Context: an optimization exercise on an open-source flow, tuned for small area, a short achievable clock period and few clock cycles per item. The choices shown serve that exercise and are no tape-out recipe. In this exercise RTL edits were held to simulation tests only and were not proved equivalent to the original. The clock port is modelled as an ideal driver, which makes a skipped or thinned clock tree look cheaper than it is; a real chip needs a root buffer or a tree. Power and IR drop assume default switching activity.

Setup of wip/xenon:
==> flow/design.v (excerpt) <==
module heichips25_systolicArray #(
    parameter BITWIDTH = 4,
    parameter OUTWIDTH = 2*BITWIDTH
)(
    input                           clk,
    input                           reset,
    input        [BITWIDTH -1:0]    data_in,
    input                           load_weights,
    input                           load_inputs,
    input                           store_outputs,
    output logic [OUTWIDTH -1:0]    results,
    output logic                    valid_out
);
Size: ~220 flip-flops, ~18 I/O pins.
==> flow/config.mk <==
export PLATFORM = sky130hd
export DESIGN_NAME = heichips25_systolicArray
export DESIGN_NICKNAME = heichips25_systolicArray
export VERILOG_FILES = /design/flow/design.v
export SDC_FILE = /design/flow/constraint.sdc
export NUM_CORES = 4
export LEC_CHECK = 0
export CAP_MARGIN = 20
export CORE_MARGIN = 2
export CORE_UTILIZATION = 66
export CTS_CLUSTER_DIAMETER = 120
export CTS_CLUSTER_SIZE = 28
export SETUP_SLACK_MARGIN = 4.5
export SLEW_MARGIN = 20
==> flow/constraint.sdc <==
create_clock -name core_clock -period 6.5 [get_ports {clk}]
set_input_delay 1.3000 -clock core_clock [delete_from_list [all_inputs] [get_ports {clk}]]
set_output_delay 1.3000 -clock core_clock [all_outputs]
set_load 0.01 [all_outputs]
standard.sh (not shown) runs the stock make flow with config.mk's settings and CLKGATE_MAP_FILE= SYNTH_SCRIPT=/design/flow/synth_recipe.tcl, a recipe that flattens the netlist after the stock synthesis.
==> flow/flow/run.sh <==
#!/bin/bash
# Layout flow: the standard flow (standard.sh), with one change to clock
# tree synthesis (pre_cts.tcl): the clock tree is built by TritonCTS as usual,
# then its middle level of buffers is removed so that the root buffer drives
# the leaf buffers directly. The tree stays balanced; it has one buffer less
# between the clock port and every register. Its buffers are then made
# inverters of the same drive (two inversions between the port and every
# register). The ports are buffered with buf_2 rather than the slow delay
# buffer that buffer_ports picks by default.
set -euo pipefail
work=$(pwd)
export PRE_CTS_TCL="$work/flow/pre_cts.tcl"
export BUFFER_PORTS_ARGS="-buffer_cell sky130_fd_sc_hd__buf_2"
bash standard.sh > "$work/flow_standard.log" 2>&1 || { tail -50 "$work/flow_standard.log"; exit 1; }
tail -5 "$work/flow_standard.log"
==> flow/flow/pre_cts.tcl <==
# Sourced by ORFS's cts.tcl before clock tree synthesis (PRE_CTS_TCL).
# Wraps clock_tree_synthesis: after TritonCTS has built the tree (without
# dummy loads), each buffer between the root buffer and the leaf buffers is
# removed and the leaf buffers it drove are connected to the root buffer's
# net. Then every buffer of the tree (the root and the leaves) is replaced by
# an inverter of the same drive at the same place: the registers see the clock
# through two inversions, so its edges are unchanged, and every register is
# still reached through the same number of stages.
rename clock_tree_synthesis my_cts_orig
proc clock_tree_synthesis { args } {
  my_cts_orig {*}$args -dont_use_dummy_load
  set block [ord::get_db_block]
  set clkport [$block findBTerm clk]
  set clknet [$clkport getNet]
  # the root buffer: the one cell the clock port drives
  set roots {}
  foreach it [$clknet getITerms] {
    if {[$it isInputSignal]} { lappend roots [$it getInst] }
  }
  if {[llength $roots] != 1} { puts "pre_cts: [llength $roots] cells on the clock port, tree left as built"; return }
  set root [lindex $roots 0]
  set rootnet [[$root findITerm X] getNet]
  set removed 0
  foreach it [$rootnet getITerms] {
    if {![$it isInputSignal]} continue
    set inst [$it getInst]
    if {![string match *clkbuf* [[$inst getMaster] getName]]} continue
    set onet [[$inst findITerm X] getNet]
    set loads {}
    set allbuf 1
    foreach l [$onet getITerms] {
      if {[$l isInputSignal]} {
        lappend loads $l
        if {![string match *clkbuf* [[[$l getInst] getMaster] getName]]} { set allbuf 0 }
      }
    }
    if {!$allbuf || [llength $loads] == 0} continue
    foreach l $loads { $l disconnect; $l connect $rootnet }
    $it disconnect
    [$inst findITerm X] disconnect
    odb::dbInst_destroy $inst
    odb::dbNet_destroy $onet
    incr removed
  }
  puts "pre_cts: removed $removed middle clock buffers"
  # root and leaves: buffers -> inverters
  set inv [[ord::get_db] findMaster sky130_fd_sc_hd__clkinv_16]
  set tree [list $root]
  foreach it [$rootnet getITerms] {
    if {[$it isInputSignal]} { lappend tree [$it getInst] }
  }
  set swapped 0
  foreach inst $tree {
    if {![string match *clkbuf* [[$inst getMaster] getName]]} continue
    set in [[$inst findITerm A] getNet]
    set out [[$inst findITerm X] getNet]
    set loc [$inst getLocation]
    set name [$inst getName]
    odb::dbInst_destroy $inst
    set ni [odb::dbInst_create $block $inv ${name}_inv]
    $ni setLocation [lindex $loc 0] [lindex $loc 1]
    $ni setPlacementStatus PLACED
    [$ni findITerm A] connect $in
    [$ni findITerm Y] connect $out
    incr swapped
  }
  puts "pre_cts: $swapped clock buffers made inverters"
}
wip/xenon was carried through to the last stage, and its layout satisfied the timing, DRC and antenna checks.
Testbench counts of wip/xenon, summed over its fixed seeds: cycles 9,216, jobs 192.
Changes in wip/zinc relative to wip/xenon:
Settings: SETUP_SLACK_MARGIN now 4.48, was 4.5.
-- flow/flow/run.sh --
<<< wip/xenon, line 7
# inverters of the same drive (two inversions between the port and every
# register). The ports are buffered with buf_2 rather than the slow delay
# buffer that buffer_ports picks by default.
>>> wip/zinc, line 7
# inverters of the same drive (two inversions between the port and every
# register). The clock port drives two root inverters, each half the leaves.
# The ports are buffered with buf_2 rather than the slow delay
# buffer that buffer_ports picks by default.
-- flow/flow/pre_cts.tcl --
<<< wip/xenon, line 4
# removed and the leaf buffers it drove are connected to the root buffer's
# net. Then every buffer of the tree (the root and the leaves) is replaced by
# an inverter of the same drive at the same place: the registers see the clock
>>> wip/zinc, line 4
# removed and the leaf buffers it drove are connected to the root buffer's
# net, and a second root buffer, also on the clock port, takes over half of
# the leaf buffers. Then every buffer of the tree (roots and leaves) is replaced by
# an inverter of the same drive at the same place: the registers see the clock
<<< wip/xenon, line 45
  puts "pre_cts: removed $removed middle clock buffers"
  # root and leaves: buffers -> inverters
  set inv [[ord::get_db] findMaster sky130_fd_sc_hd__clkinv_16]
  set tree [list $root]
  foreach it [$rootnet getITerms] {
    if {[$it isInputSignal]} { lappend tree [$it getInst] }
  }
>>> wip/zinc, line 46
  puts "pre_cts: removed $removed middle clock buffers"
  # split the root: a second root buffer next to the first takes the leaf
  # buffers on the far half (by x), so each root drives half the leaves
  set leaves {}
  foreach it [$rootnet getITerms] {
    if {[$it isInputSignal]} { lappend leaves $it }
  }
  set n [llength $leaves]
  if {$n >= 4} {
    set xs {}
    foreach it $leaves { lappend xs [list [lindex [[$it getInst] getLocation] 0] $it] }
    set xs [lsort -integer -index 0 $xs]
    set master [$root getMaster]
    set loc [$root getLocation]
    set root2 [odb::dbInst_create $block $master [$root getName]_b]
    $root2 setLocation [lindex $loc 0] [lindex $loc 1]
    $root2 setPlacementStatus PLACED
    set net2 [odb::dbNet_create $block [$rootnet getName]_b]
    $net2 setSigType CLOCK
    [$root2 findITerm A] connect $clknet
    [$root2 findITerm X] connect $net2
    foreach pair [lrange $xs [expr {$n / 2}] end] {
      set it [lindex $pair 1]
      $it disconnect
      $it connect $net2
    }
    puts "pre_cts: second root buffer drives [expr {$n - $n / 2}] of $n leaf buffers"
  }
  # roots and leaves: buffers -> inverters
  set inv [[ord::get_db] findMaster sky130_fd_sc_hd__clkinv_16]
  set tree {}
  foreach it [$clknet getITerms] {
    if {[$it isInputSignal]} {
      set r [$it getInst]
      lappend tree $r
      foreach it2 [[[$r findITerm X] getNet] getITerms] {
        if {[$it2 isInputSignal]} { lappend tree [$it2 getInst] }
      }
    }
  }
==> comparison <==
Going from wip/xenon to wip/zinc, worst-case vdd ir drop shrank by more than a quarter. Relative to wip/xenon, the clock power of wip/zinc is higher by about 3%. Summary — path length in cells of the critical path, wip/zinc relative to wip/xenon: higher, by 3. wip/zinc against wip/xenon: core occupancy in the finished layout went down 0.48 points; aggregate global-route resource usage went down 0.34 points. On setup slack, wip/xenon loses to wip/zinc. [compare] base=wip/xenon new=wip/zinc: met1 track demand over resource picked up an extra 0.43 points, mean number of vias per cell picked up an extra 0.48%, routed wire length lost 0.62%. wip/xenon ended up with results[0] as its origin of the worst setup path; wip/zinc ended up with load_weights.
## Diff of input files: wip/umber against wip/zinc
Settings: swapping 4.48 for 4.55 in SETUP_SLACK_MARGIN.
Findings:
wip/umber: full flow OK, the timing, DRC and antenna checks passed. The run showing the greater critical path buffer and inverter count is wip/zinc. The power in the clock group on wip/umber is in line with that on wip/zinc. The met3 track utilization from global routing was comparable across wip/zinc and wip/umber. Maximum frequency from static timing analysis (wip/umber vs. wip/zinc) decreases slightly. Vias: wip/umber more than wip/zinc. Compared to wip/zinc, wip/umber has relative contribution of the clock network to total power 0.3 points lower. Per the comparison of wip/umber with wip/zinc, worst hold slack across all endpoints now sits higher; fraction of power spent switching nets now sits higher.
> inputs changed (wip/umber -> wip/maple)
Settings: SETUP_SLACK_MARGIN now 4.42, was 4.55.
-- flow/flow/run.sh --
<<< wip/umber, line 7
# inverters of the same drive (two inversions between the port and every
# register). The clock port drives two root inverters, each half the leaves.
# The ports are buffered with buf_2 rather than the slow delay
# buffer that buffer_ports picks by default.
>>> wip/maple, line 7
# inverters of the same drive (two inversions between the port and every
# register). The ports are buffered with buf_2 rather than the slow delay
# buffer that buffer_ports picks by default.
-- flow/flow/pre_cts.tcl --
<<< wip/umber, line 4
# removed and the leaf buffers it drove are connected to the root buffer's
# net, and a second root buffer, also on the clock port, takes over half of
# the leaf buffers. Then every buffer of the tree (roots and leaves) is replaced by
# an inverter of the same drive at the same place: the registers see the clock
>>> wip/maple, line 4
# removed and the leaf buffers it drove are connected to the root buffer's
# net. Then every buffer of the tree (the root and the leaves) is replaced by
# an inverter of the same drive at the same place: the registers see the clock
<<< wip/umber, line 46
  puts "pre_cts: removed $removed middle clock buffers"
  # split the root: a second root buffer next to the first takes the leaf
  # buffers on the far half (by x), so each root drives half the leaves
  set leaves {}
  foreach it [$rootnet getITerms] {
    if {[$it isInputSignal]} { lappend leaves $it }
  }
  set n [llength $leaves]
  if {$n >= 4} {
    set xs {}
    foreach it $leaves { lappend xs [list [lindex [[$it getInst] getLocation] 0] $it] }
    set xs [lsort -integer -index 0 $xs]
    set master [$root getMaster]
    set loc [$root getLocation]
    set root2 [odb::dbInst_create $block $master [$root getName]_b]
    $root2 setLocation [lindex $loc 0] [lindex $loc 1]
    $root2 setPlacementStatus PLACED
    set net2 [odb::dbNet_create $block [$rootnet getName]_b]
    $net2 setSigType CLOCK
    [$root2 findITerm A] connect $clknet
    [$root2 findITerm X] connect $net2
    foreach pair [lrange $xs [expr {$n / 2}] end] {
      set it [lindex $pair 1]
      $it disconnect
      $it connect $net2
    }
    puts "pre_cts: second root buffer drives [expr {$n - $n / 2}] of $n leaf buffers"
  }
  # roots and leaves: buffers -> inverters
  set inv [[ord::get_db] findMaster sky130_fd_sc_hd__clkinv_16]
  set tree {}
  foreach it [$clknet getITerms] {
    if {[$it isInputSignal]} {
      set r [$it getInst]
      lappend tree $r
      foreach it2 [[[$r findITerm X] getNet] getITerms] {
        if {[$it2 isInputSignal]} { lappend tree [$it2 getInst] }
      }
    }
  }
>>> wip/maple, line 45
  puts "pre_cts: removed $removed middle clock buffers"
  # root and leaves: buffers -> inverters
  set inv [[ord::get_db] findMaster sky130_fd_sc_hd__clkinv_16]
  set tree [list $root]
  foreach it [$rootnet getITerms] {
    if {[$it isInputSignal]} { lappend tree [$it getInst] }
  }
Results
- Diff wip/umber..wip/maple | proportion of register bits with asynchronous set or reset after synthesis | unchanged
- Compared wip/umber against wip/maple; power density relative to cell area within noise.
- In wip/maple, the fraction of standard cell area that is sequential came out 1.7 points above the value in wip/umber.
- Any difference in share of power burned in the clock network between wip/umber and wip/maple is small enough to ignore.
- wip/maple ends up with a total power of the final layout that is 110 uW lower than in wip/umber.
- wip/maple ended up with a higher latest clock arrival within the worst-skew pair than wip/umber did.
- Summary: with wip/umber as the reference, total combinational power in wip/maple moved down by a little under 10%.
- Final wirelength: wip/umber and wip/maple compared, higher one is wip/umber
- Relative to wip/umber, wip/maple degrades tightest slew margin relative to the limit.
- Against wip/umber, wip/maple reports a post-cts gate resize count that is lower.
- As of wip/maple, combined area of the multi-input logic cells had fallen by a few percent compared to wip/umber.
In every run of this note, the design's own scripts or RTL, not TritonCTS, make the clock network.

-- port drivers added, routing unchanged --
How much do the figures lean on ideal ports? The routed layouts below were timed once more, with nothing changed but the port constraints.
Step 1: set_driving_cell puts a clkbuf_16 on clk and a buf_2 on each other input, an assumption about the parent block.
Step 2, shift: input delay + t, output delay - t, t = (earliest + latest rising clock arrival at the registers) / 2. This alone moves slack from input paths to output paths.
Slacks: no drivers / after step 1 / after step 2; pairs: no drivers / after step 1.
run | t (ns) | slack for setup (ns) | hold slack, ns | cell pins on the clock port's net
wip/xenon | 0.397 | 4.440 / 4.361 / 4.212 | 0.331 / 0.331 / 0.331 | 1
wip/zinc | 0.327 | 4.517 / 4.423 / 4.276 | 0.327 / 0.327 / 0.327 | 2
wip/umber | 0.322 | 4.504 / 4.443 / 4.240 | 0.331 / 0.331 / 0.331 | 2
wip/maple | 0.390 | 4.449 / 4.371 / 4.145 | 0.331 / 0.331 / 0.331 | 1
After both steps setup and hold are still met in every run listed. For wip/maple, which loses most, drivers alone change the setup slack by -0.078 ns; drivers and shift together by -0.304 ns.
